This design comes from an exercise in tuning for small area, a short achievable clock period and few clock cycles per item on the open sky130 flow, not from production work.
Only simulation tests tie the RTL to the original design; equivalence was not proved.
Power figures rest on the tool's default switching activity, not on a simulated workload.

Setup of the reference run:
==> flow/design.v (excerpt) <==
module dijkstra_mod(
    input clk,
    input rst,
    input start,
    input [7:0] src,
    input [7:0] dest,
    output reg path_ready,
    output reg [95:0] path
    );
  function [7:0] attach(input [7:0] c);
    begin
      attach = c;
      if (c[3:0] == 4'd0) attach[3:0] = 4'd1;
      else case (c[7:4])
        4'h0: attach[7:4] = 4'h1;
        4'h2: attach[7:4] = (c[3] | (c[2] & c[1])) ? 4'h1 : 4'h3;
        4'h4: attach[7:4] = 4'h3;
        4'h5: attach[7:4] = 4'h6;
        4'h7: attach[7:4] = 4'h6;
        4'h8: attach[7:4] = 4'h9;
        4'hA: attach[7:4] = (c[3] | (c[2] & c[1])) ? 4'hB : 4'h9;
        4'hC: attach[7:4] = 4'hB;
        default: ;
      endcase
    end
  endfunction
  function is_stub(input [7:0] c);
    is_stub = (c[3:0] == 4'd0) || !(c[7:4] == 4'h1 || c[7:4] == 4'h3 || c[7:4] == 4'h6 || c[7:4] == 4'h9 || c[7:4] == 4'hB);
  endfunction
  function [28:0] step(input [28:0] h, input [63:0] m);
    begin
      step[0] = h[1] & m[2] | h[5] & m[10];    
      step[1] = h[0] & m[0] | h[2] & m[4];    
      step[2] = h[1] & m[3] | h[3] & m[6];    
      step[3] = h[2] & m[5] | h[4] & m[8];    
      step[4] = h[3] & m[7] | h[18] & m[40];    
      step[5] = h[0] & m[1] | h[6] & m[13] | h[10] & m[21];    
      step[6] = h[5] & m[11] | h[7] & m[15];    
      step[7] = h[6] & m[14] | h[8] & m[17];    
      step[8] = h[7] & m[16] | h[9] & m[19];    
      step[9] = h[8] & m[18] | h[14] & m[30];    
      step[10] = h[5] & m[12] | h[11] & m[23] | h[19] & m[43];    
      step[11] = h[10] & m[22] | h[12] & m[26];    
      step[12] = h[11] & m[24] | h[13] & m[28];    
      step[13] = h[12] & m[27] | h[14] & m[31];    
      step[14] = h[9] & m[20] | h[13] & m[29] | h[15] & m[33] | h[23] & m[52];    
      step[15] = h[14] & m[32] | h[16] & m[36];    
      step[16] = h[15] & m[34] | h[17] & m[38];    
      step[17] = h[16] & m[37] | h[18] & m[41];    
      step[18] = h[4] & m[9] | h[17] & m[39] | h[28] & m[62];    
      step[19] = h[11] & m[25] | h[20] & m[46] | h[24] & m[54];    
      step[20] = h[19] & m[44] | h[21] & m[48];    
      step[21] = h[20] & m[47] | h[22] & m[50];    
      step[22] = h[21] & m[49] | h[23] & m[53];    
      step[23] = h[15] & m[35] | h[22] & m[51];    
      step[24] = h[19] & m[45] | h[25] & m[56];    
      step[25] = h[24] & m[55] | h[26] & m[58];    
  ...
Size in the first run: about 120 flip-flops, about 120 I/O pins.
clock: 20.0 ns
lec_check: 0
cap_margin: 20
core_margin: 2
core_utilization: 30
slew_margin: 20
synth_memory_max_bits: 65536
standard.sh (not shown) runs the stock make flow with config.mk's settings and CLKGATE_MAP_FILE= SYNTH_SCRIPT=/design/flow/synth_recipe.tcl, a recipe that flattens the netlist after the stock synthesis.
==> flow/flow/run.sh <==
#!/bin/bash
# Standard ORFS layout (the standard.sh), with timing repair asked to reach a
# larger setup slack than the clock needs, so the layout runs faster, and the
# smallest buffer cell for the port buffers.  The clock period, SDC and all
# other settings are the standard flow's.
set -euo pipefail
export SETUP_SLACK_MARGIN=15
export BUFFER_PORTS_ARGS="-buffer_cell sky130_fd_sc_hd__buf_1"
bash standard.sh > standard_flow.log 2>&1
Testbench counts of the reference run, summed over its fixed seeds: cycles 188, queries 64.
> inputs changed (the reference run -> the trial run)
--- a/flow/design.v
+++ b/flow/design.v
@@ -191,50 +191,50 @@
   assign h[4] = step(h[3], m);
   assign nz[0] = |h[0];
   assign nz[1] = |h[1];
   assign nz[2] = |h[2];
   assign nz[3] = |h[3];
   assign nz[4] = |h[4];
   assign c[1] = code(h[1]) | ((sstub && nz[0] && !nz[1]) ? s_q : 8'd0);
   assign c[2] = code(h[2]) | ((sstub && nz[1] && !nz[2]) ? s_q : 8'd0);
   assign c[3] = code(h[3]) | ((sstub && nz[2] && !nz[3]) ? s_q : 8'd0);
   assign c[4] = code(h[4]) | ((sstub && nz[3] && !nz[4]) ? s_q : 8'd0);
   wire fin = !nz[4] || c[4] == s_q || win == 2'd2;
   always @(posedge clk) begin
-    cur <= busy ? c[4] : dest;
-    win <= busy ? win + 2'd1 : 2'd0;
-  end
-  always @(posedge clk) begin
     if (rst) begin
       busy <= 1'b0;
       path_ready <= 1'b0;
     end else if (!busy) begin
       if (start) begin
         busy <= 1'b1;
         path_ready <= 1'b0;
         s_q <= src;
+        cur <= dest;
+        win <= 2'd0;
         path[7:0] <= dest;
         path[1*8 +: 8] <= c[1];
         path[2*8 +: 8] <= c[2];
         path[3*8 +: 8] <= c[3];
         path[4*8 +: 8] <= c[4];
         path[5*8 +: 8] <= c[1];
         path[6*8 +: 8] <= c[2];
         path[7*8 +: 8] <= c[3];
         path[8*8 +: 8] <= c[4];
         path[9*8 +: 8] <= c[1];
         path[10*8 +: 8] <= c[2];
         path[11*8 +: 8] <= c[3];
       end
     end else begin
+      cur <= c[4];
+      win <= win + 2'd1;
       if (fin) begin
         busy <= 1'b0;
         path_ready <= 1'b1;
       end
       if (win == 2'd0) path[1*8 +: 8] <= c[1];
       if (win == 2'd0) path[2*8 +: 8] <= c[2];
       if (win == 2'd0) path[3*8 +: 8] <= c[3];
       if (win == 2'd0) path[4*8 +: 8] <= c[4];
       if (win == 2'd1) path[5*8 +: 8] <= c[1];
       if (win == 2'd1) path[6*8 +: 8] <= c[2];
       if (win == 2'd1) path[7*8 +: 8] <= c[3];
       if (win == 2'd1) path[8*8 +: 8] <= c[4];
| global-route usage over all layers | lower: the reference run |. The largest power group comes out sequential cells in one run and combinational logic in the other, namely in the trial run and the reference run respectively. Of the two values seen for worst setup path startpoint, path[38] was produced by the trial run and rst by the reference run. [the trial run] worst stage delay on the critical path fell 0.33 ns relative to the reference run. Compared with the reference run, number of library cell types mapped by synthesis in the trial run increased by more than 10%. Compared with the reference run, the trial run shows a higher average cell area after synthesis. Relative to the reference run, the total power after layout of the trial run is lower by 38%. Looking only at fraction of the mapped netlist area in compound gates, and setting everything else aside, the lower value of the reference run and the trial run goes to the trial run. Route | the trial run vs the reference run | wire longer in the trial run. Fraction of the cycle the final worst path needs across the reference run and the trial run: no real change.
Testbench counts of the trial run, summed over its fixed seeds: cycles 188, queries 64.

re-timing with driven ports:
How much do the figures lean on ideal ports? The routed layouts below were timed once more, with nothing changed but the port constraints.
Step 1 sets driving cells, clkbuf_16 on the clock port and buf_2 on the other inputs (assumed; they add their load-dependent delay and slew).
Step 2 adds t to the input delays and takes it off the output delays; t is the mean of the earliest and latest rising clock arrival at the registers after step 1. Input paths then give back, and output paths get back, about the clock's delay inside the block.
a / b / c = ideal ports / drivers / drivers and shift; a / b = the first two.
run	t (ns)	setup slack, ns	worst slew at a driven data input, ns
the reference run	0.473	14.977 / 14.968 / 14.522	0.04
the trial run	0.467	15.000 / 14.950 / 14.650	0.03
After both steps setup and hold are still met in every run listed. For the reference run, which loses most, drivers alone change the setup slack by -0.009 ns; drivers and shift together by -0.455 ns.
